This design comes from an exercise in tuning for small area on the open sky130 flow, not from production work.
The RTL was checked by simulation tests, not by an equivalence proof against the original design.
No run shown here takes its clock network from TritonCTS; it comes from the design's own scripts or RTL.
The clock port is modelled as an ideal driver, which makes a skipped or thinned clock tree look cheaper than it is; a real chip needs a root buffer or a tree.
Power and IR drop assume default switching activity.

==> flow/design.v <==
`timescale 1ns / 1ps
module FSM(
    input clk,
    input rst,
    input btnL,
    input btnR,
    input [7:0] sw,
    output [3:0] an,
    output reg [6:0] seg,
    output reg [3:0] led
    );
    reg [8:0] d;
    reg [2:0] q5;
    reg [1:0] dig;
    wire wrap = (d == 9'd55);
    wire rise = (d[6:0] == 7'd27) & ~d[8] & q5[2] & ~q5[1] & ~dig[0];
    always @(posedge clk) begin
        if (rst) begin
            d   <= 9'd311;
            q5  <= 3'd0;
            dig <= 2'd0;
        end else begin
            d <= {d[7:0], d[8] ^ d[4] ^ wrap};
            if (wrap) begin
                q5  <= {q5[1], q5[0], ~(q5[2] | q5[1])};
                dig <= {dig[1] ^ dig[0], ~dig[0]};
            end
        end
    end
    reg q1l, pl, q1r, pr;
    always @(posedge clk) begin
        if (rst) begin
            q1l <= 1'b0;
            q1r <= 1'b0;
        end else if (rise) begin
            q1l <= btnL;
            q1r <= btnR;
        end
    end
    always @(posedge clk) begin
        pl <= ~rst & rise & btnL & ~q1l;
        pr <= ~rst & rise & btnR & ~q1r;
    end
    reg [1:0] s;
    reg [7:0] op1, op2;
    wire sub   = sw[2];
    wire arith = (sw[2:0] == 3'd3) | (sw[2:0] == 3'd4);
    wire orop  = (sw[2:0] == 3'd2);
    wire sel_m = (sw[2:0] == 3'd1) | orop;
    wire sel_s = (sw[2:0] == 3'd0) | arith;
    wire [7:0] bb = op2 ^ {8{sub}};
    wire [8:0] x;
    wire [7:0] m, sm;
    assign x[0] = arith ? sub : orop;
    genvar i;
    generate
        for (i = 0; i < 8; i = i + 1) begin : fa
            assign sm[i] = op1[i] ^ bb[i] ^ x[i];
            assign m[i] = (op1[i] & bb[i]) | (op1[i] & x[i]) | (bb[i] & x[i]);
            assign x[i+1] = arith ? m[i] : orop;
        end
    endgenerate
    wire [7:0] alu = ({8{sel_m}} & m) | ({8{sel_s}} & sm);
    always @(posedge clk) begin
        if (rst) begin
            s   <= 2'd0;
            op1 <= 8'd0;
            op2 <= 8'd0;
        end else begin
            if (pl)
                s <= 2'd0;
            else if (pr && s != 2'd3)
                s <= s + 2'd1;
            case (s)
                2'd0: if (pr) op1 <= sw;
                2'd1: if (pr) op2 <= sw;
                2'd2: if (pr && !pl) begin
                          op1 <= alu;
                          op2 <= 8'd0;
                      end
                2'd3: if (pl) begin
                          op1 <= 8'd0;
                          op2 <= 8'd0;
                      end
            endcase
        end
    end
    always @(*) begin
        case (s)
            2'd0: led = 4'b0001;
            2'd1: led = 4'b0010;
            2'd2: led = 4'b0100;
            2'd3: led = 4'b1000;
        endcase
    end
    reg [3:0] nib;
    always @(*) begin
        case (dig)
            2'd0: nib = op1[3:0];
            2'd1: nib = op1[7:4];
            2'd2: nib = op2[3:0];
            2'd3: nib = op2[7:4];
        endcase
    end
    assign an = ~(4'b0001 << dig);
    always @(*) begin
        case (nib)
            4'h0: seg = 7'b0000001;
            4'h1: seg = 7'b1001111;
            4'h2: seg = 7'b0010010;
            4'h3: seg = 7'b0000110;
            4'h4: seg = 7'b1001100;
            4'h5: seg = 7'b0100100;
            4'h6: seg = 7'b0100000;
            4'h7: seg = 7'b0001111;
            4'h8: seg = 7'b0000000;
            4'h9: seg = 7'b0000100;
            4'ha: seg = 7'b0001000;
            4'hb: seg = 7'b1100000;
            4'hc: seg = 7'b0110001;
            4'hd: seg = 7'b1000010;
            4'he: seg = 7'b0110000;
            4'hf: seg = 7'b0111000;
        endcase
    end
endmodule
==> flow/flow/run.sh <==
#!/bin/bash
# Layout flow:
# 1. the standard synthesis script, without the adder-cell extraction;
# 2. its combinational logic re-mapped for area by ABC in rounds: each round
#    starts several seeded runs (deepsyn, then mapping) from the smallest
#    netlist so far; flip-flops are untouched and the result is proven equal
#    to step 1's netlist with yosys;
# 3. the standard ORFS layout, with buf_1 port buffers and the clock buffered
#    by a few buffers from flow/clkbuf.tcl in place of TritonCTS's tree.
set -uo pipefail
W=$(pwd)
RES=$W/orfs/results/$FLOW_PLATFORM/FSM/base
LIB=$FLOW_HOME/platforms/sky130hd/lib/sky130_fd_sc_hd__tt_025C_1v80.lib
P=${NUM_CORES:-4}
ROUNDS=12

bash standard.sh ADDER_MAP_FILE= $RES/1_2_yosys.v > 1_synth.log 2>&1 || exit 1
cp $RES/1_2_yosys.v $W/synth_std.v

subst() {  # template out in.v out.v abc-script
  sed -e "s|@LIB@|$LIB|g" -e "s|@IN@|$3|g" -e "s|@OUT@|$4|g" \
      -e "s|@ABC@|$5|g" -e "s|@TOP@|$FLOW_TOP|g" "$1" > "$2"
}
area_of() { grep "Chip area" "$1" 2>/dev/null | tail -1 | awk '{print $NF}'; }

mkdir -p rs
best=$W/synth_std.v
best_area=1e9
for r in $(seq 1 $ROUNDS); do
  for c in $(seq 1 $P); do
    seed=$(( (r * P + c) % 101 ))
    if [ $c -eq $P ]; then map="&get -n; &dch -f; &nf -a -p -R 1000; &put"; else map="dch -f; amap"; fi
    echo "strash; &get -n; &deepsyn -T 20 -S $seed; &put; $map" | tr ';' '\n' > rs/r${r}_$c.abc
    subst flow/resynth.ys rs/r${r}_$c.ys $best $W/rs/r${r}_$c.v $W/rs/r${r}_$c.abc
  done
  for c in $(seq 1 $P); do echo $c; done | \
    xargs -P $P -I{} sh -c "yosys -s rs/r${r}_{}.ys > rs/r${r}_{}.log 2>&1"
  for c in $(seq 1 $P); do
    a=$(area_of rs/r${r}_$c.log)
    [ -z "$a" ] && continue
    if awk "BEGIN{exit !($a < $best_area)}"; then best=$W/rs/r${r}_$c.v; best_area=$a; fi
  done
  echo "round $r: best so far $best_area ($best)"
done

if [ "$best" != "$W/synth_std.v" ]; then
  subst flow/equiv.ys equiv.ys $W/synth_std.v $best none
  if yosys -s equiv.ys > 2_equiv.log 2>&1; then
    echo "re-mapped netlist $best ($best_area) proven equal; using it"
    cp $best $RES/1_2_yosys.v
    touch $RES/1_2_yosys.v
  else
    echo "re-mapped netlist not proven equal; keeping the standard netlist"
  fi
fi

export FLOW_FLOW_DIR=$W/flow
export FLOW_CLOCK_SLEW_LIMIT=0.110
bash standard.sh \
  "BUFFER_PORTS_ARGS=-buffer_cell sky130_fd_sc_hd__buf_1" \
  "PRE_CTS_TCL=$W/flow/pre_cts.tcl" \
  finish > 3_layout.log 2>&1 || exit 1
==> flow/flow/clkbuf.tcl <==
# Drive the clock port's sinks through a few clock buffers, one per group of
# sinks; the groups come from recursive bisection of the sink locations, and
# each buffer is placed at its group's centroid. This replaces TritonCTS's
# two-level tree, which is larger than this small design needs.
proc my_split_groups { items nparts } {
  # items: list of {x y iterm}; returns a list of nparts groups
  if {$nparts <= 1 || [llength $items] <= 1} { return [list $items] }
  set xs [lmap it $items {lindex $it 0}]
  set ys [lmap it $items {lindex $it 1}]
  set dx [expr {[tcl::mathfunc::max {*}$xs] - [tcl::mathfunc::min {*}$xs]}]
  set dy [expr {[tcl::mathfunc::max {*}$ys] - [tcl::mathfunc::min {*}$ys]}]
  set key [expr {$dx >= $dy ? 0 : 1}]
  set sorted [lsort -integer -index $key $items]
  set n1 [expr {$nparts / 2}]
  set cut [expr {int(round(double([llength $items]) * $n1 / $nparts))}]
  set a [lrange $sorted 0 [expr {$cut - 1}]]
  set b [lrange $sorted $cut end]
  return [concat [my_split_groups $a $n1] [my_split_groups $b [expr {$nparts - $n1}]]]
}

proc my_clock_buffers { master_name nbuf } {
  set db [ord::get_db]
  set block [ord::get_db_block]
  set port_net [$block findNet clk]
  set master [$db findMaster $master_name]
  set items {}
  foreach it [$port_net getITerms] {
    set b [[$it getInst] getBBox]
    lappend items [list [expr {([$b xMin] + [$b xMax]) / 2}] [expr {([$b yMin] + [$b yMax]) / 2}] $it]
  }
  $port_net setSigType CLOCK
  set k 0
  foreach group [my_split_groups $items $nbuf] {
    set buf [odb::dbInst_create $block $master clkbuf_$k]
    set net [odb::dbNet_create $block clknet_$k]
    $net setSigType CLOCK
    set sx 0; set sy 0
    foreach item $group {
      set it [lindex $item 2]
      $it disconnect
      $it connect $net
      incr sx [lindex $item 0]; incr sy [lindex $item 1]
    }
    set c [llength $group]
    [$buf findITerm A] connect $port_net
    [$buf findITerm X] connect $net
    $buf setLocation [expr {$sx / $c - [$master getWidth] / 2}] [expr {$sy / $c - [$master getHeight] / 2}]
    $buf setPlacementStatus PLACED
    puts "clock buffer clkbuf_$k ($master_name) drives $c sinks"
    incr k
  }
}

proc my_undo_clock_buffers { } {
  set block [ord::get_db_block]
  set port_net [$block findNet clk]
  foreach inst [$block getInsts] {
    if {![string match clkbuf_* [$inst getName]]} { continue }
    set net [[$inst findITerm X] getNet]
    foreach it [$net getITerms] {
      if {[$it getInst] == $inst} { continue }
      $it disconnect
      $it connect $port_net
    }
    odb::dbInst_destroy $inst
    odb::dbNet_destroy $net
  }
}

proc my_max_clock_slew { } {
  estimate_parasitics -placement
  set worst 0.0
  foreach pin [get_pins */CLK] {
    set s [get_property $pin slew_max]
    if {$s > $worst} { set worst $s }
  }
  return $worst
}

proc my_clock_tree { limit } {
  # {cell count}, in order of total area
  set configs {
    {sky130_fd_sc_hd__clkbuf_8 1} {sky130_fd_sc_hd__clkbuf_4 2}
    {sky130_fd_sc_hd__buf_12 1} {sky130_fd_sc_hd__buf_6 2}
    {sky130_fd_sc_hd__clkbuf_4 3} {sky130_fd_sc_hd__clkbuf_16 1}
    {sky130_fd_sc_hd__clkbuf_8 2} {sky130_fd_sc_hd__buf_8 2}
    {sky130_fd_sc_hd__clkbuf_4 4} {sky130_fd_sc_hd__buf_6 3}
    {sky130_fd_sc_hd__buf_12 2} {sky130_fd_sc_hd__clkbuf_8 3}
    {sky130_fd_sc_hd__buf_8 3} {sky130_fd_sc_hd__clkbuf_8 4}
  }
  set_propagated_clock [all_clocks]
  foreach cfg $configs {
    my_clock_buffers {*}$cfg
    set s [my_max_clock_slew]
    puts "clock buffers $cfg: estimated worst clock-pin slew $s"
    if {$s <= $limit} {
      unset_propagated_clock [all_clocks]
      return
    }
    my_undo_clock_buffers
  }
  my_clock_buffers {*}[lindex $configs end]
  unset_propagated_clock [all_clocks]
}
==> flow/flow/equiv.ys <==
# Prove the re-mapped netlist equal to the standard one, flip-flops paired by name.
read_liberty -ignore_miss_func @LIB@
read_verilog @IN@
hierarchy -top @TOP@
flatten
rename -hide w:*.*
rename -hide w:_*
rename @TOP@ gold
design -stash gold
read_liberty -ignore_miss_func @LIB@
read_verilog @OUT@
hierarchy -top @TOP@
flatten
rename -hide w:*.*
rename -hide w:_*
rename @TOP@ gate
design -stash gate
design -copy-from gold -as gold gold
design -copy-from gate -as gate gate
opt_clean
equiv_make gold gate equiv
hierarchy -top equiv
equiv_simple
equiv_induct
equiv_status -assert
==> flow/flow/pre_cts.tcl <==
# PRE_CTS hook: replace TritonCTS with the clock buffering of clkbuf.tcl;
# cts.tcl then legalizes the placement and repairs timing as usual.
source $::env(FLOW_FLOW_DIR)/clkbuf.tcl
rename clock_tree_synthesis my_tritoncts
proc clock_tree_synthesis { args } {
  my_clock_tree $::env(FLOW_CLOCK_SLEW_LIMIT)
}
==> flow/flow/resynth.ys <==
# Re-map the combinational logic of the standard synthesis netlist for area.
# Flip-flop instances (names and cells) are kept as they are.
read_liberty -ignore_miss_func @LIB@
read_verilog @IN@
hierarchy -top @TOP@
blackbox sky130_fd_sc_hd__dfxtp_1
flatten
rename -hide w:*.*
opt_clean
abc -liberty @LIB@ -dont_use sky130_fd_sc_hd__probe_p_8 -dont_use sky130_fd_sc_hd__probec_p_8 -dont_use sky130_fd_sc_hd__lpflow_bleeder_1 -dont_use sky130_fd_sc_hd__lpflow_clkbufkapwr_1 -dont_use sky130_fd_sc_hd__lpflow_clkbufkapwr_16 -dont_use sky130_fd_sc_hd__lpflow_clkbufkapwr_2 -dont_use sky130_fd_sc_hd__lpflow_clkbufkapwr_4 -dont_use sky130_fd_sc_hd__lpflow_clkbufkapwr_8 -dont_use sky130_fd_sc_hd__lpflow_clkinvkapwr_1 -dont_use sky130_fd_sc_hd__lpflow_clkinvkapwr_16 -dont_use sky130_fd_sc_hd__lpflow_clkinvkapwr_2 -dont_use sky130_fd_sc_hd__lpflow_clkinvkapwr_4 -dont_use sky130_fd_sc_hd__lpflow_clkinvkapwr_8 -dont_use sky130_fd_sc_hd__lpflow_decapkapwr_12 -dont_use sky130_fd_sc_hd__lpflow_decapkapwr_3 -dont_use sky130_fd_sc_hd__lpflow_decapkapwr_4 -dont_use sky130_fd_sc_hd__lpflow_decapkapwr_6 -dont_use sky130_fd_sc_hd__lpflow_decapkapwr_8 -dont_use sky130_fd_sc_hd__lpflow_inputiso0n_1 -dont_use sky130_fd_sc_hd__lpflow_inputiso0p_1 -dont_use sky130_fd_sc_hd__lpflow_inputiso1n_1 -dont_use sky130_fd_sc_hd__lpflow_inputiso1p_1 -dont_use sky130_fd_sc_hd__lpflow_inputisolatch_1 -dont_use sky130_fd_sc_hd__lpflow_isobufsrc_1 -dont_use sky130_fd_sc_hd__lpflow_isobufsrc_16 -dont_use sky130_fd_sc_hd__lpflow_isobufsrc_2 -dont_use sky130_fd_sc_hd__lpflow_isobufsrc_4 -dont_use sky130_fd_sc_hd__lpflow_isobufsrc_8 -dont_use sky130_fd_sc_hd__lpflow_isobufsrckapwr_16 -dont_use sky130_fd_sc_hd__lpflow_lsbuf_lh_hl_isowell_tap_1 -dont_use sky130_fd_sc_hd__lpflow_lsbuf_lh_hl_isowell_tap_2 -dont_use sky130_fd_sc_hd__lpflow_lsbuf_lh_hl_isowell_tap_4 -dont_use sky130_fd_sc_hd__lpflow_lsbuf_lh_isowell_4 -dont_use sky130_fd_sc_hd__lpflow_lsbuf_lh_isowell_tap_1 -dont_use sky130_fd_sc_hd__lpflow_lsbuf_lh_isowell_tap_2 -dont_use sky130_fd_sc_hd__lpflow_lsbuf_lh_isowell_tap_4 -dont_use sky130_fd_sc_hd__fill_1 -dont_use sky130_fd_sc_hd__fill_2 -dont_use sky130_fd_sc_hd__fill_4 -dont_use sky130_fd_sc_hd__fill_8  -script @ABC@
setundef -zero
splitnets
opt_clean -purge
hilomap -singleton -hicell sky130_fd_sc_hd__conb_1 HI -locell sky130_fd_sc_hd__conb_1 LO
insbuf -buf sky130_fd_sc_hd__buf_4 A X
opt_clean -purge
stat -liberty @LIB@
write_verilog -noattr -noexpr -nohex -nodec @OUT@
==> flow/standard.sh <==
#!/bin/bash
# synth_recipe.tcl (not shown) runs the flow's synth.tcl, then flattens the netlist and writes it again
# the make line also repeats each setting of config.mk as NAME=value (left out here)
make -C /OpenROAD-flow-scripts/flow DESIGN_CONFIG=/design/flow/config.mk WORK_HOME=/design/flow/orfs CLKGATE_MAP_FILE= SYNTH_SCRIPT=/design/flow/synth_recipe.tcl "${@:-finish}"
==> flow/config.mk <==
export PLATFORM = sky130hd
export DESIGN_NAME = FSM
export DESIGN_NICKNAME = FSM
export VERILOG_FILES = /design/flow/design.v
export SDC_FILE = /design/flow/constraint.sdc
export NUM_CORES = 4
export LEC_CHECK = 0
export ABC_AREA = 1
export CAP_MARGIN = 20
export CORE_AREA = 2.3 2.72 60.7 60.3
export DIE_AREA = 0 0 63 63
export GPL_TIMING_DRIVEN = 0
export SLEW_MARGIN = 20
==> flow/constraint.sdc <==
create_clock -name core_clock -period 10.0 [get_ports {clk}]
set_input_delay 2.0000 -clock core_clock [delete_from_list [all_inputs] [get_ports {clk}]]
set_output_delay 2.0000 -clock core_clock [all_outputs]
set_load 0.01 [all_outputs]
==> summary.txt, run 1 <==
Run status
  • Status: no timing/DRC/antenna violations

STA
  • RSZ-0062 raised after global routing: false
  • Final Max Tran Viols: 0
  • Worst-Margin Slew: 0.747 ns
  • Post-layout min period: 4.85 ns

Floorplanning
  • TAP cells: 46
  • FP Rows: 21
  • Die Area: 3970 um2

Power and ir drop
  • Worst ir drop on vdd: 0.0922 mV
  • Switch Pwr: 0.0516 mW

Drt
  • Final WL: 4350 um
  • Highest metal used: met4
  • M1 wire length: 2100 um
  • Initial DRT Pass Iterations: 4

Hold path
  • Worst hold-check path type: flop to flop
  • Worst Hold Depth: 1

Cells and area
  • Area of the multi-input gates: 918 um2
  • FFs & Latches: 36
  • Commonest non-fill, non-tap cell in the layout: clkinv_1
  • Post-route cell area: 2020 um2

Synthesis
  • Synthesized area per cell: 7.21 um2

Setup path
  • Reg2reg end: op1[7]
  • Critical Path RT: 8.00 ns
  • Slowest CP cell: dfxtp_1
  • R2R cell count: 15
  • Crit-path max cell delay: 0.39 ns

Clock network
  • CTS clk-pin slew, worst paths: 0.10 ns

Place
  • Post-DP HPWL: 3270 um
  • Placer Congestion: 0.790

Run
  • Max_cap viols: 0
==> run 2: changes to the inputs <==
--- a/flow/flow/run.sh
+++ b/flow/flow/run.sh
@@ -3,6 +3,8 @@
 # 1. the standard synthesis script, without the adder-cell extraction;
-# 2. its combinational logic re-mapped for area by ABC in rounds: each round
-#    starts several seeded runs (deepsyn, then mapping) from the smallest
-#    netlist so far; flip-flops are untouched and the result is proven equal
-#    to step 1's netlist with yosys;
+# 2. its combinational logic re-mapped for area by ABC: flow/netlist.v, a
+#    netlist found by a longer run of the same search before (gen/), is used
+#    as the starting point if yosys proves it equal to step 1's netlist; then
+#    rounds of the search: each round starts several seeded runs (deepsyn,
+#    then mapping) from the smallest netlist so far. Flip-flops are untouched
+#    and the result is proven equal to step 1's netlist with yosys;
 # 3. the standard ORFS layout, with buf_1 port buffers and the clock buffered
@@ -14,3 +16,3 @@
 P=${NUM_CORES:-4}
-ROUNDS=12
+ROUNDS=${FLOW_RS_ROUNDS:-4}
 
@@ -28,2 +30,13 @@
 best_area=1e9
+if [ -f flow/netlist.v ]; then
+  subst flow/equiv.ys equiv_pre.ys $W/synth_std.v $W/flow/netlist.v none
+  subst flow/area.ys area_pre.ys $W/flow/netlist.v none none
+  if yosys -s equiv_pre.ys > 2_equiv_pre.log 2>&1 && yosys -s area_pre.ys > 2_area_pre.log 2>&1; then
+    best=$W/flow/netlist.v
+    best_area=$(area_of 2_area_pre.log)
+    echo "flow/netlist.v proven equal to the standard netlist; starting from it ($best_area)"
+  else
+    echo "flow/netlist.v not proven equal; starting from the standard netlist"
+  fi
+fi
 for r in $(seq 1 $ROUNDS); do
==> flow/flow/area.ys (new file) <==
# Cell area of a mapped netlist.
read_liberty -lib @LIB@
read_verilog @IN@
hierarchy -top @TOP@
stat -liberty @LIB@
==> flow/flow/netlist.v (new file) <==
/* Generated by Yosys 0.63+post (git sha1 UNKNOWN-dirty, g++ 11.4.0-1ubuntu1~22.04.3 -fPIC -O3) */

module FSM(clk, rst, btnL, btnR, sw, an, seg, led);
  input clk;
  wire clk;
  input rst;
  wire rst;
  input btnL;
  wire btnL;
  input btnR;
  wire btnR;
  input [7:0] sw;
  wire [7:0] sw;
  output [3:0] an;
  wire [3:0] an;
  output [6:0] seg;
  wire [6:0] seg;
  output [3:0] led;
  wire [3:0] led;
  wire _036_;
  wire _037_;
  wire _038_;
  wire _039_;
  wire _040_;
  wire _041_;
  wire _042_;
  wire _043_;
  wire _044_;
  wire _045_;
  wire _046_;
  wire _047_;
  wire _048_;
  wire _049_;
  wire _050_;
  wire _051_;
  wire _052_;
  wire _053_;
  wire _054_;
  wire _055_;
  wire _056_;
  wire _057_;
  wire _058_;
  wire _059_;
  wire _060_;
  wire _061_;
  wire _062_;
  wire _063_;
  wire _064_;
  wire _065_;
  wire _066_;
  wire _067_;
  wire _068_;
  wire _069_;
  wire _070_;
  wire _071_;
  wire _072_;
  wire _073_;
  wire _074_;
  wire _075_;
  wire _076_;
  wire _077_;
  wire _078_;
  wire _079_;
  wire _080_;
  wire _081_;
  wire _082_;
  wire _083_;
  wire _084_;
  wire _085_;
  wire _086_;
  wire _087_;
  wire _088_;
  wire _089_;
  wire _090_;
  wire _091_;
  wire _092_;
  wire _093_;
  wire _094_;
  wire _095_;
  wire _096_;
  wire _097_;
  wire _098_;
  wire _099_;
  wire _100_;
  wire _101_;
  wire _102_;
  wire _103_;
  wire _104_;
  wire _105_;
  wire _106_;
  wire _107_;
  wire _108_;
  wire _109_;
  wire _110_;
  wire _111_;
  wire _112_;
  wire _113_;
  wire _114_;
  wire _115_;
  wire _116_;
  wire _117_;
  wire _118_;
  wire _119_;
  wire _120_;
  wire _121_;
  wire _122_;
  wire _123_;
  wire _124_;
  wire _125_;
  wire _126_;
  wire _127_;
  wire _128_;
  wire _129_;
  wire _130_;
  wire _131_;
  wire _132_;
  wire _133_;
  wire _134_;
  wire _135_;
  wire _136_;
  wire _137_;
  wire _138_;
  wire _139_;
  wire _140_;
  wire _141_;
  wire _142_;
  wire _143_;
  wire _144_;
  wire _145_;
  wire _146_;
  wire _147_;
  wire _148_;
  wire _149_;
  wire _150_;
  wire _151_;
  wire _152_;
  wire _153_;
  wire _154_;
  wire _155_;
  wire _156_;
  wire _157_;
  wire _158_;
  wire _159_;
  wire _160_;
  wire _161_;
  wire _162_;
  wire _163_;
  wire _164_;
  wire _165_;
  wire _166_;
  wire _167_;
  wire _168_;
  wire _169_;
  wire _170_;
  wire _171_;
  wire _172_;
  wire _173_;
  wire _174_;
  wire _175_;
  wire _176_;
  wire _177_;
  wire _178_;
  wire _179_;
  wire _180_;
  wire _181_;
  wire _182_;
  wire _183_;
  wire _184_;
  wire _185_;
  wire _000_;
  wire _001_;
  wire _002_;
  wire _003_;
  wire _004_;
  wire _005_;
  wire _006_;
  wire _007_;
  wire _008_;
  wire _009_;
  wire _010_;
  wire _011_;
  wire _012_;
  wire _013_;
  wire _014_;
  wire _015_;
  wire _016_;
  wire _017_;
  wire _018_;
  wire _019_;
  wire _020_;
  wire _021_;
  wire _022_;
  wire _023_;
  wire _024_;
  wire _025_;
  wire _026_;
  wire _027_;
  wire _028_;
  wire _029_;
  wire _030_;
  wire _031_;
  wire _032_;
  wire _033_;
  wire _034_;
  wire _035_;
  wire \d[0] ;
  wire \d[1] ;
  wire \d[2] ;
  wire \d[3] ;
  wire \d[4] ;
  wire \d[5] ;
  wire \d[6] ;
  wire \d[7] ;
  wire \d[8] ;
  wire \dig[0] ;
  wire \dig[1] ;
  wire \op1[0] ;
  wire \op1[1] ;
  wire \op1[2] ;
  wire \op1[3] ;
  wire \op1[4] ;
  wire \op1[5] ;
  wire \op1[6] ;
  wire \op1[7] ;
  wire \op2[0] ;
  wire \op2[1] ;
  wire \op2[2] ;
  wire \op2[3] ;
  wire \op2[4] ;
  wire \op2[5] ;
  wire \op2[6] ;
  wire \op2[7] ;
  wire pl;
  wire pr;
  wire q1l;
  wire q1r;
  wire \q5[0] ;
  wire \q5[1] ;
  wire \q5[2] ;
  wire \s[0] ;
  wire \s[1] ;
  sky130_fd_sc_hd__clkinv_1 _186_ (
    .A(\d[5] ),
    .Y(_185_)
  );
  sky130_fd_sc_hd__clkinv_1 _187_ (
    .A(sw[0]),
    .Y(_036_)
  );
  sky130_fd_sc_hd__clkinv_1 _188_ (
    .A(\op1[0] ),
    .Y(_037_)
  );
  sky130_fd_sc_hd__clkinv_1 _189_ (
    .A(\op2[1] ),
    .Y(_038_)
  );
  sky130_fd_sc_hd__clkinv_1 _190_ (
    .A(\op1[1] ),
    .Y(_039_)
  );
  sky130_fd_sc_hd__clkinv_1 _191_ (
    .A(sw[2]),
    .Y(_040_)
  );
  sky130_fd_sc_hd__clkinv_1 _192_ (
    .A(\op1[2] ),
    .Y(_041_)
  );
  sky130_fd_sc_hd__clkinv_1 _193_ (
    .A(sw[3]),
    .Y(_042_)
  );
  sky130_fd_sc_hd__clkinv_1 _194_ (
    .A(\op1[3] ),
    .Y(_043_)
  );
  sky130_fd_sc_hd__clkinv_1 _195_ (
    .A(sw[4]),
    .Y(_044_)
  );
  sky130_fd_sc_hd__clkinv_1 _196_ (
    .A(\op1[4] ),
    .Y(_045_)
  );
  sky130_fd_sc_hd__clkinv_1 _197_ (
    .A(\op2[0] ),
    .Y(_046_)
  );
  sky130_fd_sc_hd__clkinv_1 _198_ (
    .A(\op2[2] ),
    .Y(_047_)
  );
  sky130_fd_sc_hd__clkinv_1 _199_ (
    .A(\op2[3] ),
    .Y(_048_)
  );
  sky130_fd_sc_hd__clkinv_1 _200_ (
    .A(\op2[4] ),
    .Y(_049_)
  );
  sky130_fd_sc_hd__clkinv_1 _201_ (
    .A(\op2[5] ),
    .Y(_050_)
  );
  sky130_fd_sc_hd__clkinv_1 _202_ (
    .A(\op2[6] ),
    .Y(_051_)
  );
  sky130_fd_sc_hd__clkinv_1 _203_ (
    .A(sw[5]),
    .Y(_052_)
  );
  sky130_fd_sc_hd__clkinv_1 _204_ (
    .A(\op1[5] ),
    .Y(_053_)
  );
  sky130_fd_sc_hd__clkinv_1 _205_ (
    .A(\q5[0] ),
    .Y(_054_)
  );
  sky130_fd_sc_hd__clkinv_1 _206_ (
    .A(\q5[1] ),
    .Y(_055_)
  );
  sky130_fd_sc_hd__clkinv_1 _207_ (
    .A(\d[8] ),
    .Y(_056_)
  );
  sky130_fd_sc_hd__clkinv_1 _208_ (
    .A(\d[2] ),
    .Y(_057_)
  );
  sky130_fd_sc_hd__clkinv_1 _209_ (
    .A(rst),
    .Y(_058_)
  );
  sky130_fd_sc_hd__clkinv_1 _210_ (
    .A(\op2[7] ),
    .Y(_059_)
  );
  sky130_fd_sc_hd__clkinv_1 _211_ (
    .A(\s[0] ),
    .Y(_060_)
  );
  sky130_fd_sc_hd__clkinv_1 _212_ (
    .A(sw[7]),
    .Y(_061_)
  );
  sky130_fd_sc_hd__clkinv_1 _213_ (
    .A(\op1[7] ),
    .Y(_062_)
  );
  sky130_fd_sc_hd__clkinv_1 _214_ (
    .A(\op1[6] ),
    .Y(_063_)
  );
  sky130_fd_sc_hd__clkinv_1 _215_ (
    .A(\dig[0] ),
    .Y(_064_)
  );
  sky130_fd_sc_hd__clkinv_1 _216_ (
    .A(\dig[1] ),
    .Y(_065_)
  );
  sky130_fd_sc_hd__clkinv_1 _217_ (
    .A(sw[6]),
    .Y(_066_)
  );
  sky130_fd_sc_hd__clkinv_1 _218_ (
    .A(sw[1]),
    .Y(_067_)
  );
  sky130_fd_sc_hd__clkinv_1 _219_ (
    .A(\s[1] ),
    .Y(_068_)
  );
  sky130_fd_sc_hd__clkinv_1 _220_ (
    .A(\q5[2] ),
    .Y(_069_)
  );
  sky130_fd_sc_hd__nand2_1 _221_ (
    .A(_064_),
    .B(_065_),
    .Y(an[0])
  );
  sky130_fd_sc_hd__nand2_1 _222_ (
    .A(\dig[0] ),
    .B(_065_),
    .Y(an[1])
  );
  sky130_fd_sc_hd__nand2_1 _223_ (
    .A(_064_),
    .B(\dig[1] ),
    .Y(an[2])
  );
  sky130_fd_sc_hd__nand2_1 _224_ (
    .A(\dig[0] ),
    .B(\dig[1] ),
    .Y(an[3])
  );
  sky130_fd_sc_hd__o22ai_1 _225_ (
    .A1(_037_),
    .A2(an[0]),
    .B1(_046_),
    .B2(an[2]),
    .Y(_070_)
  );
  sky130_fd_sc_hd__o22ai_1 _226_ (
    .A1(_045_),
    .A2(an[1]),
    .B1(_049_),
    .B2(an[3]),
    .Y(_071_)
  );
  sky130_fd_sc_hd__nor2_1 _227_ (
    .A(_070_),
    .B(_071_),
    .Y(_072_)
  );
  sky130_fd_sc_hd__o22ai_1 _228_ (
    .A1(\op2[3] ),
    .A2(an[2]),
    .B1(\op2[7] ),
    .B2(an[3]),
    .Y(_073_)
  );
  sky130_fd_sc_hd__o22ai_1 _229_ (
    .A1(\op1[7] ),
    .A2(an[1]),
    .B1(\op1[3] ),
    .B2(an[0]),
    .Y(_074_)
  );
  sky130_fd_sc_hd__nor2_1 _230_ (
    .A(_073_),
    .B(_074_),
    .Y(_075_)
  );
  sky130_fd_sc_hd__nor2_1 _231_ (
    .A(_072_),
    .B(_075_),
    .Y(_076_)
  );
  sky130_fd_sc_hd__o22ai_1 _232_ (
    .A1(\op2[6] ),
    .A2(an[3]),
    .B1(\op2[2] ),
    .B2(an[2]),
    .Y(_077_)
  );
  sky130_fd_sc_hd__o22ai_1 _233_ (
    .A1(\op1[6] ),
    .A2(an[1]),
    .B1(\op1[2] ),
    .B2(an[0]),
    .Y(_078_)
  );
  sky130_fd_sc_hd__nor2_1 _234_ (
    .A(_077_),
    .B(_078_),
    .Y(_079_)
  );
  sky130_fd_sc_hd__o21ai_0 _235_ (
    .A1(_070_),
    .A2(_071_),
    .B1(_079_),
    .Y(_080_)
  );
  sky130_fd_sc_hd__o22ai_1 _236_ (
    .A1(_039_),
    .A2(an[0]),
    .B1(_038_),
    .B2(an[2]),
    .Y(_081_)
  );
  sky130_fd_sc_hd__o22ai_1 _237_ (
    .A1(_050_),
    .A2(an[3]),
    .B1(_053_),
    .B2(an[1]),
    .Y(_082_)
  );
  sky130_fd_sc_hd__nor2_1 _238_ (
    .A(_081_),
    .B(_082_),
    .Y(_083_)
  );
  sky130_fd_sc_hd__clkinv_1 _239_ (
    .A(_083_),
    .Y(_084_)
  );
  sky130_fd_sc_hd__nor2_1 _240_ (
    .A(_080_),
    .B(_083_),
    .Y(_085_)
  );
  sky130_fd_sc_hd__a31oi_1 _241_ (
    .A1(_072_),
    .A2(_079_),
    .A3(_075_),
    .B1(_085_),
    .Y(_086_)
  );
  sky130_fd_sc_hd__clkinv_1 _242_ (
    .A(_086_),
    .Y(_087_)
  );
  sky130_fd_sc_hd__nand2_1 _243_ (
    .A(_075_),
    .B(_084_),
    .Y(_088_)
  );
  sky130_fd_sc_hd__nor2_1 _244_ (
    .A(_075_),
    .B(_084_),
    .Y(_089_)
  );
  sky130_fd_sc_hd__clkinv_1 _245_ (
    .A(_089_),
    .Y(_090_)
  );
  sky130_fd_sc_hd__nand2_1 _246_ (
    .A(_079_),
    .B(_089_),
    .Y(_091_)
  );
  sky130_fd_sc_hd__nand2_1 _247_ (
    .A(_088_),
    .B(_091_),
    .Y(_092_)
  );
  sky130_fd_sc_hd__a21oi_1 _248_ (
    .A1(_072_),
    .A2(_079_),
    .B1(_092_),
    .Y(_093_)
  );
  sky130_fd_sc_hd__o21ai_0 _249_ (
    .A1(_076_),
    .A2(_084_),
    .B1(_093_),
    .Y(_094_)
  );
  sky130_fd_sc_hd__a21oi_1 _250_ (
    .A1(_086_),
    .A2(_094_),
    .B1(_076_),
    .Y(seg[4])
  );
  sky130_fd_sc_hd__o21ai_0 _251_ (
    .A1(_077_),
    .A2(_078_),
    .B1(_072_),
    .Y(_095_)
  );
  sky130_fd_sc_hd__nand2_1 _252_ (
    .A(_080_),
    .B(_095_),
    .Y(_096_)
  );
  sky130_fd_sc_hd__o22ai_1 _253_ (
    .A1(_090_),
    .A2(_096_),
    .B1(_088_),
    .B2(_095_),
    .Y(_097_)
  );
  sky130_fd_sc_hd__or2_0 _254_ (
    .A(_085_),
    .B(_097_),
    .X(seg[3])
  );
  sky130_fd_sc_hd__o31ai_1 _255_ (
    .A1(_087_),
    .A2(_089_),
    .A3(_080_),
    .B1(_094_),
    .Y(seg[1])
  );
  sky130_fd_sc_hd__nor2_1 _256_ (
    .A(_185_),
    .B(rst),
    .Y(_034_)
  );
  sky130_fd_sc_hd__nor2b_1 _257_ (
    .A(rst),
    .B_N(\d[6] ),
    .Y(_033_)
  );
  sky130_fd_sc_hd__nand2_1 _258_ (
    .A(\d[4] ),
    .B(_056_),
    .Y(_098_)
  );
  sky130_fd_sc_hd__nor2_1 _259_ (
    .A(\d[6] ),
    .B(_098_),
    .Y(_099_)
  );
  sky130_fd_sc_hd__nand3_1 _260_ (
    .A(\d[1] ),
    .B(\d[0] ),
    .C(_099_),
    .Y(_100_)
  );
  sky130_fd_sc_hd__or3_1 _261_ (
    .A(_057_),
    .B(\d[7] ),
    .C(_185_),
    .X(_101_)
  );
  sky130_fd_sc_hd__nor3_1 _262_ (
    .A(\d[3] ),
    .B(_101_),
    .C(_100_),
    .Y(_102_)
  );
  sky130_fd_sc_hd__clkinv_1 _263_ (
    .A(_102_),
    .Y(_103_)
  );
  sky130_fd_sc_hd__nor2_1 _264_ (
    .A(_064_),
    .B(_103_),
    .Y(_104_)
  );
  sky130_fd_sc_hd__a211oi_1 _265_ (
    .A1(_064_),
    .A2(_103_),
    .B1(_104_),
    .C1(rst),
    .Y(_032_)
  );
  sky130_fd_sc_hd__nor2_1 _266_ (
    .A(_060_),
    .B(\s[1] ),
    .Y(led[1])
  );
  sky130_fd_sc_hd__nand2_1 _267_ (
    .A(pr),
    .B(led[1]),
    .Y(_105_)
  );
  sky130_fd_sc_hd__clkinv_1 _268_ (
    .A(_105_),
    .Y(_106_)
  );
  sky130_fd_sc_hd__nor2_1 _269_ (
    .A(pl),
    .B(rst),
    .Y(_107_)
  );
  sky130_fd_sc_hd__o21ai_0 _270_ (
    .A1(\s[0] ),
    .A2(pr),
    .B1(_107_),
    .Y(_108_)
  );
  sky130_fd_sc_hd__nor2_1 _271_ (
    .A(_106_),
    .B(_108_),
    .Y(_031_)
  );
  sky130_fd_sc_hd__nor2_1 _272_ (
    .A(\s[0] ),
    .B(_068_),
    .Y(led[2])
  );
  sky130_fd_sc_hd__nor3_1 _273_ (
    .A(\s[0] ),
    .B(_068_),
    .C(_108_),
    .Y(_109_)
  );
  sky130_fd_sc_hd__o221ai_1 _274_ (
    .A1(_036_),
    .A2(sw[1]),
    .B1(_040_),
    .B2(_067_),
    .C1(_109_),
    .Y(_110_)
  );
  sky130_fd_sc_hd__clkinv_1 _275_ (
    .A(_110_),
    .Y(_111_)
  );
  sky130_fd_sc_hd__nor2_1 _276_ (
    .A(\s[0] ),
    .B(\s[1] ),
    .Y(led[0])
  );
  sky130_fd_sc_hd__nor2_1 _277_ (
    .A(_060_),
    .B(_068_),
    .Y(led[3])
  );
  sky130_fd_sc_hd__a221o_1 _278_ (
    .A1(pr),
    .A2(led[0]),
    .B1(pl),
    .B2(led[3]),
    .C1(rst),
    .X(_112_)
  );
  sky130_fd_sc_hd__a22oi_1 _279_ (
    .A1(sw[0]),
    .A2(_067_),
    .B1(_036_),
    .B2(sw[1]),
    .Y(_113_)
  );
  sky130_fd_sc_hd__or3_1 _280_ (
    .A(_112_),
    .B(_113_),
    .C(sw[2]),
    .X(_114_)
  );
  sky130_fd_sc_hd__a21oi_1 _281_ (
    .A1(\op1[0] ),
    .A2(_114_),
    .B1(_046_),
    .Y(_115_)
  );
  sky130_fd_sc_hd__o21ai_0 _282_ (
    .A1(\op1[0] ),
    .A2(_111_),
    .B1(_115_),
    .Y(_116_)
  );
  sky130_fd_sc_hd__nand3_1 _283_ (
    .A(pr),
    .B(led[0]),
    .C(_058_),
    .Y(_117_)
  );
  sky130_fd_sc_hd__or2_0 _284_ (
    .A(_109_),
    .B(_112_),
    .X(_118_)
  );
  sky130_fd_sc_hd__o21a_1 _285_ (
    .A1(\op2[0] ),
    .A2(_110_),
    .B1(_118_),
    .X(_119_)
  );
  sky130_fd_sc_hd__o221ai_1 _286_ (
    .A1(_036_),
    .A2(_117_),
    .B1(_037_),
    .B2(_119_),
    .C1(_116_),
    .Y(_030_)
  );
  sky130_fd_sc_hd__o21a_1 _287_ (
    .A1(_038_),
    .A2(_114_),
    .B1(_118_),
    .X(_120_)
  );
  sky130_fd_sc_hd__o221ai_1 _288_ (
    .A1(\op1[0] ),
    .A2(sw[2]),
    .B1(sw[0]),
    .B2(_037_),
    .C1(\op2[0] ),
    .Y(_121_)
  );
  sky130_fd_sc_hd__nor2b_1 _289_ (
    .A(\op2[1] ),
    .B_N(_121_),
    .Y(_122_)
  );
  sky130_fd_sc_hd__nor2_1 _290_ (
    .A(_038_),
    .B(_121_),
    .Y(_123_)
  );
  sky130_fd_sc_hd__nor2_1 _291_ (
    .A(_122_),
    .B(_123_),
    .Y(_124_)
  );
  sky130_fd_sc_hd__nand2_1 _292_ (
    .A(_039_),
    .B(_124_),
    .Y(_125_)
  );
  sky130_fd_sc_hd__o21a_1 _293_ (
    .A1(_039_),
    .A2(_124_),
    .B1(_125_),
    .X(_126_)
  );
  sky130_fd_sc_hd__o22a_1 _294_ (
    .A1(_039_),
    .A2(_120_),
    .B1(_110_),
    .B2(_126_),
    .X(_127_)
  );
  sky130_fd_sc_hd__o21ai_0 _295_ (
    .A1(_067_),
    .A2(_117_),
    .B1(_127_),
    .Y(_029_)
  );
  sky130_fd_sc_hd__nor2_1 _296_ (
    .A(_040_),
    .B(_125_),
    .Y(_128_)
  );
  sky130_fd_sc_hd__nor3_1 _297_ (
    .A(_036_),
    .B(_039_),
    .C(_122_),
    .Y(_129_)
  );
  sky130_fd_sc_hd__nor3_1 _298_ (
    .A(_123_),
    .B(_129_),
    .C(_128_),
    .Y(_130_)
  );
  sky130_fd_sc_hd__nor2b_1 _299_ (
    .A(\op2[2] ),
    .B_N(_130_),
    .Y(_131_)
  );
  sky130_fd_sc_hd__nor2_1 _300_ (
    .A(_047_),
    .B(_130_),
    .Y(_132_)
  );
  sky130_fd_sc_hd__o21ai_0 _301_ (
    .A1(_131_),
    .A2(_132_),
    .B1(_041_),
    .Y(_133_)
  );
  sky130_fd_sc_hd__o311ai_0 _302_ (
    .A1(_131_),
    .A2(_132_),
    .A3(_041_),
    .B1(_133_),
    .C1(_111_),
    .Y(_134_)
  );
  sky130_fd_sc_hd__o21a_1 _303_ (
    .A1(_047_),
    .A2(_114_),
    .B1(_118_),
    .X(_135_)
  );
  sky130_fd_sc_hd__o221ai_1 _304_ (
    .A1(_041_),
    .A2(_135_),
    .B1(_040_),
    .B2(_117_),
    .C1(_134_),
    .Y(_028_)
  );
  sky130_fd_sc_hd__o22ai_1 _305_ (
    .A1(sw[0]),
    .A2(_041_),
    .B1(sw[2]),
    .B2(\op1[2] ),
    .Y(_136_)
  );
  sky130_fd_sc_hd__o22ai_1 _306_ (
    .A1(_047_),
    .A2(_130_),
    .B1(_131_),
    .B2(_136_),
    .Y(_137_)
  );
  sky130_fd_sc_hd__nor2b_1 _307_ (
    .A(_048_),
    .B_N(_137_),
    .Y(_138_)
  );
  sky130_fd_sc_hd__nor2_1 _308_ (
    .A(\op2[3] ),
    .B(_137_),
    .Y(_139_)
  );
  sky130_fd_sc_hd__o21ai_0 _309_ (
    .A1(_138_),
    .A2(_139_),
    .B1(_043_),
    .Y(_140_)
  );
  sky130_fd_sc_hd__o311ai_0 _310_ (
    .A1(_138_),
    .A2(_139_),
    .A3(_043_),
    .B1(_140_),
    .C1(_111_),
    .Y(_141_)
  );
  sky130_fd_sc_hd__o21a_1 _311_ (
    .A1(_048_),
    .A2(_114_),
    .B1(_118_),
    .X(_142_)
  );
  sky130_fd_sc_hd__o221ai_1 _312_ (
    .A1(_042_),
    .A2(_117_),
    .B1(_043_),
    .B2(_142_),
    .C1(_141_),
    .Y(_027_)
  );
  sky130_fd_sc_hd__o22ai_1 _313_ (
    .A1(_036_),
    .A2(_043_),
    .B1(_040_),
    .B2(\op1[3] ),
    .Y(_143_)
  );
  sky130_fd_sc_hd__o22ai_1 _314_ (
    .A1(\op2[3] ),
    .A2(_137_),
    .B1(_138_),
    .B2(_143_),
    .Y(_144_)
  );
  sky130_fd_sc_hd__nand2_1 _315_ (
    .A(_049_),
    .B(_144_),
    .Y(_145_)
  );
  sky130_fd_sc_hd__o21ai_0 _316_ (
    .A1(_049_),
    .A2(_144_),
    .B1(_145_),
    .Y(_146_)
  );
  sky130_fd_sc_hd__o21ai_0 _317_ (
    .A1(_045_),
    .A2(_146_),
    .B1(_111_),
    .Y(_147_)
  );
  sky130_fd_sc_hd__a21oi_1 _318_ (
    .A1(_045_),
    .A2(_146_),
    .B1(_147_),
    .Y(_148_)
  );
  sky130_fd_sc_hd__o21a_1 _319_ (
    .A1(_049_),
    .A2(_114_),
    .B1(_118_),
    .X(_149_)
  );
  sky130_fd_sc_hd__nor2_1 _320_ (
    .A(_045_),
    .B(_149_),
    .Y(_150_)
  );
  sky130_fd_sc_hd__nor2_1 _321_ (
    .A(_148_),
    .B(_150_),
    .Y(_151_)
  );
  sky130_fd_sc_hd__o21ai_0 _322_ (
    .A1(_044_),
    .A2(_117_),
    .B1(_151_),
    .Y(_026_)
  );
  sky130_fd_sc_hd__nand2_1 _323_ (
    .A(_058_),
    .B(_106_),
    .Y(_152_)
  );
  sky130_fd_sc_hd__o21a_1 _324_ (
    .A1(_106_),
    .A2(_118_),
    .B1(_117_),
    .X(_153_)
  );
  sky130_fd_sc_hd__o22ai_1 _325_ (
    .A1(_036_),
    .A2(_152_),
    .B1(_046_),
    .B2(_153_),
    .Y(_025_)
  );
  sky130_fd_sc_hd__o22ai_1 _326_ (
    .A1(_038_),
    .A2(_153_),
    .B1(_067_),
    .B2(_152_),
    .Y(_024_)
  );
  sky130_fd_sc_hd__o22ai_1 _327_ (
    .A1(_040_),
    .A2(_152_),
    .B1(_047_),
    .B2(_153_),
    .Y(_023_)
  );
  sky130_fd_sc_hd__o22ai_1 _328_ (
    .A1(_042_),
    .A2(_152_),
    .B1(_048_),
    .B2(_153_),
    .Y(_022_)
  );
  sky130_fd_sc_hd__o22ai_1 _329_ (
    .A1(_044_),
    .A2(_152_),
    .B1(_049_),
    .B2(_153_),
    .Y(_021_)
  );
  sky130_fd_sc_hd__o22ai_1 _330_ (
    .A1(_050_),
    .A2(_153_),
    .B1(_052_),
    .B2(_152_),
    .Y(_020_)
  );
  sky130_fd_sc_hd__o22ai_1 _331_ (
    .A1(_051_),
    .A2(_153_),
    .B1(_066_),
    .B2(_152_),
    .Y(_019_)
  );
  sky130_fd_sc_hd__o22ai_1 _332_ (
    .A1(_040_),
    .A2(\op1[4] ),
    .B1(sw[2]),
    .B2(_045_),
    .Y(_154_)
  );
  sky130_fd_sc_hd__o221ai_1 _333_ (
    .A1(sw[0]),
    .A2(sw[2]),
    .B1(_146_),
    .B2(_154_),
    .C1(_145_),
    .Y(_155_)
  );
  sky130_fd_sc_hd__nor2_1 _334_ (
    .A(_050_),
    .B(_155_),
    .Y(_156_)
  );
  sky130_fd_sc_hd__a21oi_1 _335_ (
    .A1(_050_),
    .A2(_155_),
    .B1(_156_),
    .Y(_157_)
  );
  sky130_fd_sc_hd__nand2_1 _336_ (
    .A(\op1[5] ),
    .B(_157_),
    .Y(_158_)
  );
  sky130_fd_sc_hd__o211ai_1 _337_ (
    .A1(\op1[5] ),
    .A2(_157_),
    .B1(_111_),
    .C1(_158_),
    .Y(_159_)
  );
  sky130_fd_sc_hd__o21a_1 _338_ (
    .A1(_050_),
    .A2(_114_),
    .B1(_118_),
    .X(_160_)
  );
  sky130_fd_sc_hd__o221ai_1 _339_ (
    .A1(_052_),
    .A2(_117_),
    .B1(_053_),
    .B2(_160_),
    .C1(_159_),
    .Y(_018_)
  );
  sky130_fd_sc_hd__nand2_1 _340_ (
    .A(_058_),
    .B(_103_),
    .Y(_161_)
  );
  sky130_fd_sc_hd__nand2_1 _341_ (
    .A(_058_),
    .B(_102_),
    .Y(_162_)
  );
  sky130_fd_sc_hd__o32ai_1 _342_ (
    .A1(\q5[1] ),
    .A2(\q5[2] ),
    .A3(_162_),
    .B1(_054_),
    .B2(_161_),
    .Y(_016_)
  );
  sky130_fd_sc_hd__o22ai_1 _343_ (
    .A1(_054_),
    .A2(_162_),
    .B1(_055_),
    .B2(_161_),
    .Y(_015_)
  );
  sky130_fd_sc_hd__o21ai_0 _344_ (
    .A1(\d[4] ),
    .A2(_056_),
    .B1(_098_),
    .Y(_163_)
  );
  sky130_fd_sc_hd__nand2_1 _345_ (
    .A(_103_),
    .B(_163_),
    .Y(_164_)
  );
  sky130_fd_sc_hd__nand2_1 _346_ (
    .A(_058_),
    .B(_164_),
    .Y(_014_)
  );
  sky130_fd_sc_hd__nor2_1 _347_ (
    .A(_057_),
    .B(rst),
    .Y(_011_)
  );
  sky130_fd_sc_hd__o22ai_1 _348_ (
    .A1(_055_),
    .A2(_162_),
    .B1(_069_),
    .B2(_161_),
    .Y(_010_)
  );
  sky130_fd_sc_hd__o21ai_0 _349_ (
    .A1(\dig[1] ),
    .A2(_104_),
    .B1(_058_),
    .Y(_165_)
  );
  sky130_fd_sc_hd__a21oi_1 _350_ (
    .A1(\dig[1] ),
    .A2(_104_),
    .B1(_165_),
    .Y(_006_)
  );
  sky130_fd_sc_hd__a211oi_1 _351_ (
    .A1(_068_),
    .A2(_105_),
    .B1(pl),
    .C1(rst),
    .Y(_005_)
  );
  sky130_fd_sc_hd__o22ai_1 _352_ (
    .A1(_059_),
    .A2(_153_),
    .B1(_061_),
    .B2(_152_),
    .Y(_004_)
  );
  sky130_fd_sc_hd__a221oi_1 _353_ (
    .A1(sw[0]),
    .A2(\op1[5] ),
    .B1(sw[2]),
    .B2(_053_),
    .C1(_156_),
    .Y(_166_)
  );
  sky130_fd_sc_hd__a21oi_1 _354_ (
    .A1(_050_),
    .A2(_155_),
    .B1(_166_),
    .Y(_167_)
  );
  sky130_fd_sc_hd__nand2_1 _355_ (
    .A(\op2[6] ),
    .B(_167_),
    .Y(_168_)
  );
  sky130_fd_sc_hd__nor2_1 _356_ (
    .A(\op2[6] ),
    .B(_167_),
    .Y(_169_)
  );
  sky130_fd_sc_hd__o22ai_1 _357_ (
    .A1(sw[0]),
    .A2(_063_),
    .B1(sw[2]),
    .B2(\op1[6] ),
    .Y(_170_)
  );
  sky130_fd_sc_hd__o21ai_0 _358_ (
    .A1(_169_),
    .A2(_170_),
    .B1(_168_),
    .Y(_171_)
  );
  sky130_fd_sc_hd__o22ai_1 _359_ (
    .A1(_059_),
    .A2(\op1[7] ),
    .B1(\op2[7] ),
    .B2(_062_),
    .Y(_172_)
  );
  sky130_fd_sc_hd__nand2_1 _360_ (
    .A(_171_),
    .B(_172_),
    .Y(_173_)
  );
  sky130_fd_sc_hd__o211ai_1 _361_ (
    .A1(_171_),
    .A2(_172_),
    .B1(_173_),
    .C1(_111_),
    .Y(_174_)
  );
  sky130_fd_sc_hd__o21a_1 _362_ (
    .A1(_059_),
    .A2(_114_),
    .B1(_118_),
    .X(_175_)
  );
  sky130_fd_sc_hd__o221ai_1 _363_ (
    .A1(_061_),
    .A2(_117_),
    .B1(_062_),
    .B2(_175_),
    .C1(_174_),
    .Y(_003_)
  );
  sky130_fd_sc_hd__nand4_1 _364_ (
    .A(_057_),
    .B(\q5[2] ),
    .C(_064_),
    .D(\d[3] ),
    .Y(_176_)
  );
  sky130_fd_sc_hd__nor4_1 _365_ (
    .A(\d[5] ),
    .B(\q5[1] ),
    .C(_176_),
    .D(_100_),
    .Y(_177_)
  );
  sky130_fd_sc_hd__clkinv_1 _366_ (
    .A(_177_),
    .Y(_178_)
  );
  sky130_fd_sc_hd__o221ai_1 _367_ (
    .A1(q1r),
    .A2(_177_),
    .B1(btnR),
    .B2(_178_),
    .C1(_058_),
    .Y(_179_)
  );
  sky130_fd_sc_hd__clkinv_1 _368_ (
    .A(_179_),
    .Y(_008_)
  );
  sky130_fd_sc_hd__nor2_1 _369_ (
    .A(q1r),
    .B(_179_),
    .Y(_001_)
  );
  sky130_fd_sc_hd__o221ai_1 _370_ (
    .A1(q1l),
    .A2(_177_),
    .B1(btnL),
    .B2(_178_),
    .C1(_058_),
    .Y(_180_)
  );
  sky130_fd_sc_hd__clkinv_1 _371_ (
    .A(_180_),
    .Y(_007_)
  );
  sky130_fd_sc_hd__nor2_1 _372_ (
    .A(q1l),
    .B(_180_),
    .Y(_000_)
  );
  sky130_fd_sc_hd__nor2_1 _373_ (
    .A(_093_),
    .B(_097_),
    .Y(seg[5])
  );
  sky130_fd_sc_hd__o22ai_1 _374_ (
    .A1(_072_),
    .A2(_075_),
    .B1(_096_),
    .B2(seg[5]),
    .Y(seg[2])
  );
  sky130_fd_sc_hd__o32ai_1 _375_ (
    .A1(_072_),
    .A2(_085_),
    .A3(seg[2]),
    .B1(_090_),
    .B2(_096_),
    .Y(seg[6])
  );
  sky130_fd_sc_hd__a21oi_1 _376_ (
    .A1(_086_),
    .A2(_090_),
    .B1(_092_),
    .Y(seg[0])
  );
  sky130_fd_sc_hd__o21ai_0 _377_ (
    .A1(\op2[6] ),
    .A2(_167_),
    .B1(_168_),
    .Y(_181_)
  );
  sky130_fd_sc_hd__nand2_1 _378_ (
    .A(_063_),
    .B(_181_),
    .Y(_182_)
  );
  sky130_fd_sc_hd__o211ai_1 _379_ (
    .A1(_063_),
    .A2(_181_),
    .B1(_182_),
    .C1(_111_),
    .Y(_183_)
  );
  sky130_fd_sc_hd__o21a_1 _380_ (
    .A1(_051_),
    .A2(_114_),
    .B1(_118_),
    .X(_184_)
  );
  sky130_fd_sc_hd__o221ai_1 _381_ (
    .A1(_066_),
    .A2(_117_),
    .B1(_063_),
    .B2(_184_),
    .C1(_183_),
    .Y(_017_)
  );
  sky130_fd_sc_hd__or2_0 _382_ (
    .A(\d[4] ),
    .B(rst),
    .X(_035_)
  );
  sky130_fd_sc_hd__or2_0 _383_ (
    .A(rst),
    .B(\d[3] ),
    .X(_002_)
  );
  sky130_fd_sc_hd__or2_0 _384_ (
    .A(rst),
    .B(\d[0] ),
    .X(_013_)
  );
  sky130_fd_sc_hd__or2_0 _385_ (
    .A(rst),
    .B(\d[1] ),
    .X(_012_)
  );
  sky130_fd_sc_hd__or2_0 _386_ (
    .A(rst),
    .B(\d[7] ),
    .X(_009_)
  );
  sky130_fd_sc_hd__dfxtp_1 \d[0]$_SDFF_PP1_  (
    .CLK(clk),
    .D(_014_),
    .Q(\d[0] )
  );
  sky130_fd_sc_hd__dfxtp_1 \d[1]$_SDFF_PP1_  (
    .CLK(clk),
    .D(_013_),
    .Q(\d[1] )
  );
  sky130_fd_sc_hd__dfxtp_1 \d[2]$_SDFF_PP1_  (
    .CLK(clk),
    .D(_012_),
    .Q(\d[2] )
  );
  sky130_fd_sc_hd__dfxtp_1 \d[3]$_SDFF_PP0_  (
    .CLK(clk),
    .D(_011_),
    .Q(\d[3] )
  );
  sky130_fd_sc_hd__dfxtp_1 \d[4]$_SDFF_PP1_  (
    .CLK(clk),
    .D(_002_),
    .Q(\d[4] )
  );
  sky130_fd_sc_hd__dfxtp_1 \d[5]$_SDFF_PP1_  (
    .CLK(clk),
    .D(_035_),
    .Q(\d[5] )
  );
  sky130_fd_sc_hd__dfxtp_1 \d[6]$_SDFF_PP0_  (
    .CLK(clk),
    .D(_034_),
    .Q(\d[6] )
  );
  sky130_fd_sc_hd__dfxtp_1 \d[7]$_SDFF_PP0_  (
    .CLK(clk),
    .D(_033_),
    .Q(\d[7] )
  );
  sky130_fd_sc_hd__dfxtp_1 \d[8]$_SDFF_PP1_  (
    .CLK(clk),
    .D(_009_),
    .Q(\d[8] )
  );
  sky130_fd_sc_hd__dfxtp_1 \dig[0]$_SDFFE_PP0N_  (
    .CLK(clk),
    .D(_032_),
    .Q(\dig[0] )
  );
  sky130_fd_sc_hd__dfxtp_1 \dig[1]$_SDFFE_PP0N_  (
    .CLK(clk),
    .D(_006_),
    .Q(\dig[1] )
  );
  sky130_fd_sc_hd__dfxtp_1 \op1[0]$_SDFFE_PP0P_  (
    .CLK(clk),
    .D(_030_),
    .Q(\op1[0] )
  );
  sky130_fd_sc_hd__dfxtp_1 \op1[1]$_SDFFE_PP0P_  (
    .CLK(clk),
    .D(_029_),
    .Q(\op1[1] )
  );
  sky130_fd_sc_hd__dfxtp_1 \op1[2]$_SDFFE_PP0P_  (
    .CLK(clk),
    .D(_028_),
    .Q(\op1[2] )
  );
  sky130_fd_sc_hd__dfxtp_1 \op1[3]$_SDFFE_PP0P_  (
    .CLK(clk),
    .D(_027_),
    .Q(\op1[3] )
  );
  sky130_fd_sc_hd__dfxtp_1 \op1[4]$_SDFFE_PP0P_  (
    .CLK(clk),
    .D(_026_),
    .Q(\op1[4] )
  );
  sky130_fd_sc_hd__dfxtp_1 \op1[5]$_SDFFE_PP0P_  (
    .CLK(clk),
    .D(_018_),
    .Q(\op1[5] )
  );
  sky130_fd_sc_hd__dfxtp_1 \op1[6]$_SDFFE_PP0P_  (
    .CLK(clk),
    .D(_017_),
    .Q(\op1[6] )
  );
  sky130_fd_sc_hd__dfxtp_1 \op1[7]$_SDFFE_PP0P_  (
    .CLK(clk),
    .D(_003_),
    .Q(\op1[7] )
  );
  sky130_fd_sc_hd__dfxtp_1 \op2[0]$_SDFFE_PP0P_  (
    .CLK(clk),
    .D(_025_),
    .Q(\op2[0] )
  );
  sky130_fd_sc_hd__dfxtp_1 \op2[1]$_SDFFE_PP0P_  (
    .CLK(clk),
    .D(_024_),
    .Q(\op2[1] )
  );
  sky130_fd_sc_hd__dfxtp_1 \op2[2]$_SDFFE_PP0P_  (
    .CLK(clk),
    .D(_023_),
    .Q(\op2[2] )
  );
  sky130_fd_sc_hd__dfxtp_1 \op2[3]$_SDFFE_PP0P_  (
    .CLK(clk),
    .D(_022_),
    .Q(\op2[3] )
  );
  sky130_fd_sc_hd__dfxtp_1 \op2[4]$_SDFFE_PP0P_  (
    .CLK(clk),
    .D(_021_),
    .Q(\op2[4] )
  );
  sky130_fd_sc_hd__dfxtp_1 \op2[5]$_SDFFE_PP0P_  (
    .CLK(clk),
    .D(_020_),
    .Q(\op2[5] )
  );
  sky130_fd_sc_hd__dfxtp_1 \op2[6]$_SDFFE_PP0P_  (
    .CLK(clk),
    .D(_019_),
    .Q(\op2[6] )
  );
  sky130_fd_sc_hd__dfxtp_1 \op2[7]$_SDFFE_PP0P_  (
    .CLK(clk),
    .D(_004_),
    .Q(\op2[7] )
  );
  sky130_fd_sc_hd__dfxtp_1 \pl$_DFF_P_  (
    .CLK(clk),
    .D(_000_),
    .Q(pl)
  );
  sky130_fd_sc_hd__dfxtp_1 \pr$_DFF_P_  (
    .CLK(clk),
    .D(_001_),
    .Q(pr)
  );
  sky130_fd_sc_hd__dfxtp_1 \q1l$_SDFFE_PP0P_  (
    .CLK(clk),
    .D(_007_),
    .Q(q1l)
  );
  sky130_fd_sc_hd__dfxtp_1 \q1r$_SDFFE_PP0P_  (
    .CLK(clk),
    .D(_008_),
    .Q(q1r)
  );
  sky130_fd_sc_hd__dfxtp_1 \q5[0]$_SDFFE_PP0N_  (
    .CLK(clk),
    .D(_016_),
    .Q(\q5[0] )
  );
  sky130_fd_sc_hd__dfxtp_1 \q5[1]$_SDFFE_PP0N_  (
    .CLK(clk),
    .D(_015_),
    .Q(\q5[1] )
  );
  sky130_fd_sc_hd__dfxtp_1 \q5[2]$_SDFFE_PP0N_  (
    .CLK(clk),
    .D(_010_),
    .Q(\q5[2] )
  );
  sky130_fd_sc_hd__dfxtp_1 \s[0]$_SDFFE_PP0P_  (
    .CLK(clk),
    .D(_031_),
    .Q(\s[0] )
  );
  sky130_fd_sc_hd__dfxtp_1 \s[1]$_SDFFE_PP0P_  (
    .CLK(clk),
    .D(_005_),
    .Q(\s[1] )
  );
endmodule
==> run 2 against run 1 <==
Compared with the run above:
- sequential share of layout area increased by 1.4 points
- largest cell class unchanged
- still clean on timing, DRC and antenna
- combinational power shrank 15%
- maximum frequency decreased by 2.3%
- synthesized cell count is 5.2% lower
==> summary.txt, run 2 <==
Run status
  • Status: no timing/DRC/antenna violations

STA
  • Final Cycle Share: 49.6%
  • Worst Skew: 0.00704 ns
  • Worst slew margin: 44.8%
  • Worst-Margin Slew: 0.828 ns (+0.0809 ns)
  • Final count of negative-setup-slack endpoints: 0
  • Fmax: 202 MHz
  • Setup TNS: 0 ns
  • Final Hold Fails: 0
  • Final Max Tran Viols: 0 (unchanged)
  • Post-layout min period: 4.96 ns (+0.112 ns)
  • RSZ-0062 raised after global routing: false

Floorplanning
  • Die Area: 3970 um2 (unchanged)
  • Ports: 27
  • Die W: 63 um
  • FP Rows: 21 (unchanged)
  • Die height: 63 um
  • Core area: 3310 um2
  • Starting density of the core: 53.0%

Clock network
  • CTS clk-pin slew, worst paths: 0.10 ns (about the same)
  • Post_cts resized: 0
  • Hold Buf Count CTS: 0
  • Post-CTS Setup Inserts: 0
  • Clk latency of the worst-skew pair: 0.13 ns

Power and ir drop
  • Worst ir drop on vdd: 0.0960 mV (+4.1%)
  • Sequential share of power: 65.5%
  • Clock Power Share: 26.7%
  • P_int: 0.174 mW
  • Static leakage: 0.646 nW
  • Switch Pwr: 0.0502 mW (-2.6%)
  • P per Cell Area: 116 nW/um2
  • Logic gate share of total power: 7.9%
  • Net Sw Frac: 22.4%

Drt
  • Initial DRC Count: 79
  • Antenna viol nets, final: 0
  • DR DRC count: 0
  • Initial DRT Pass Iterations: 4 (unchanged)
  • Final WL: 4010 um (-7.7%)
  • Vias: 1,729
  • WL/cell: 12.9 um
  • Vias per cell: 5.54

Setup path
  • Critical Path AT: 4.93 ns
  • Crit Path Class: input pin to flop
  • Crit end category: flop
  • Worst Path Max Fanout: 7
  • Crit start category: input pin
  • Critical Path RT: 9.97 ns (+1.97 ns)

GRT
  • GRT Total Usage: 19.7%
  • Initial antenna violation count: 0
  • First-pass GRT wire length: 6540 um
  • Largest net degree at the start of global routing: 19
  • Grt ovf: 0
  • Vias in the first global route: 1,448

Hold path
  • Worst hold-check path type: flop to flop

Cells and area
  • Largest regs: d: 9 flops, op1: 8 flops, op2: 8 flops
  • Biggest register: d
  • Area added between synthesis and finish: 10.5%
  • Max reg flops: 9
  • Post-Layout Cell Count: 312
  • Layout cells sized above 1: 0.752%
  • Most frequent cells in the layout: clkinv_1 (43), dfxtp_1 (36), o22ai_1 (29), nor2_1 (29), nand2_1 (28)
  • Nets: 280
  • Post-route cell area: 1940 um2 (-3.8%)
  • Commonest non-fill, non-tap cell in the layout: clkinv_1
  • Diode count: 0

Synthesis
  • Mapped Nets: 250
  • Post-Syn Area: 1760 um2
  • Syn Inst Count: 238
  • Synthesis Warnings: 1
  • Synthesized area per cell: 7.38 um2 (+2.3%)

Place
  • Cells after DPL: 310
  • Port bufs: 26
  • Post-DP HPWL: 3060 um (-6.5%)
  • Placed cell area: 1910 um2
  • Placer Congestion: 0.912 (+15%)

Run
  • Max_cap viols: 0 (unchanged)
-- run 2: final cells by class --
type	instances	area, um2
Fill cell	352	1370
Multi-Input combinational cell	159	873
Sequential cell	36	721
Buffer	2	30.0
Tap cell	46	57.6
Inverter	43	161
Timing Repair Buffer	26	97.6
-- run 2: power groups by stage --
stage	logic [mW]	registers (mW)	clock network, mW
2_1_floorplan	0.0112	0.150	0
3_3_place_gp	0.0176	0.150	0
3_5_place_dp	0.0177	0.150	0
4_1_cts	0.0178	0.150	0.0442
5_1_grt	0.0200	0.147	0.0653
6_report	0.0177	0.147	0.0599
-- run 2: worst paths after layout --
kind	startpoint	to	slack (ns)	cells after the start
hold / removal	q1l	pl	0.42	1
hold reg to reg	q1l	pl	0.42	1
setup reg to reg	op1[0]	op1[7]	6.60	20
setup / recovery	sw[2]	op1[7]	5.04	20
-- run 2: routing by layer --
metal  vias to the layer above  GRT usage, %  share of wire, %
li1                        916             -                 -
met1                       774          29.2                50
met2                        36          32.3                44
met3                         3          1.44               4.5
met4                         0          1.67              0.72
met5                         -             0                 0
-- run 2: critical path: stages --
cell and delay [ns]:
buf_1 0.17, o221ai_1 0.26, nor2b_1 0.19, nor2_1 0.08
nand2_1 0.08, nor2_1 0.04, nor3_1 0.25, nor2b_1 0.21
o22ai_1 0.13, nor2b_1 0.17, o22ai_1 0.21, nand2_1 0.10
o21ai_0 0.14, o221ai_1 0.22, a21oi_1 0.16, nor2_1 0.08
nand2_1 0.07, o21ai_0 0.09, o21ai_0 0.16, o221ai_1 0.12
-- run 2: metrics by stage --
| stage | hold slack (ns) | setup slack [ns] | util, % | power [mW] |
|---|---|---|---|---|
| floorplan | 0.393 | 5.54 | - | 0.161 |
| CTS | 0.407 | 4.89 | 58.6 | 0.212 |
| global route | 0.444 | 4.61 | 58.6 | 0.233 |
| global placement | 0.404 | 4.95 | 57.7 | 0.168 |
| finish | 0.418 | 5.04 | 58.6 | 0.225 |
| detailed placement | 0.407 | 4.90 | 57.7 | 0.168 |

what the ideal ports hide:
The results above use ideal ports. As a check the final layouts listed here were re-extracted and re-timed, cells and wires unchanged.
Step 1 (the two cells are an assumption about what drives the block):
set clk [get_ports {clk}]
set_driving_cell -lib_cell sky130_fd_sc_hd__clkbuf_16 $clk
set_driving_cell -lib_cell sky130_fd_sc_hd__buf_2 [delete_from_list [all_inputs] $clk]
Step 2 moves the port delays by t, midway between the first and last clock arrival at a register: inputs arrive t later, outputs are due t later. That takes back most of the time a late clock gives input paths.
a / b / c = no drivers / after step 1 / after step 2; a / b = the first two.
| run | shift t [ns] | slack for setup (ns) | worst setup path at the end | clock arrival spread, ns |
|---|---|---|---|---|
| run 1 | 0.167 | 5.154 / 5.113 / 5.214 | input to register | 0.009 / 0.009 |
| run 2 | 0.168 | 5.042 / 5.063 / 4.895 | input to register | 0.007 / 0.007 |
After both steps every run listed still meets setup and hold. For run 2, which loses most, drivers alone change the setup slack by +0.021 ns; drivers and shift together by -0.147 ns.
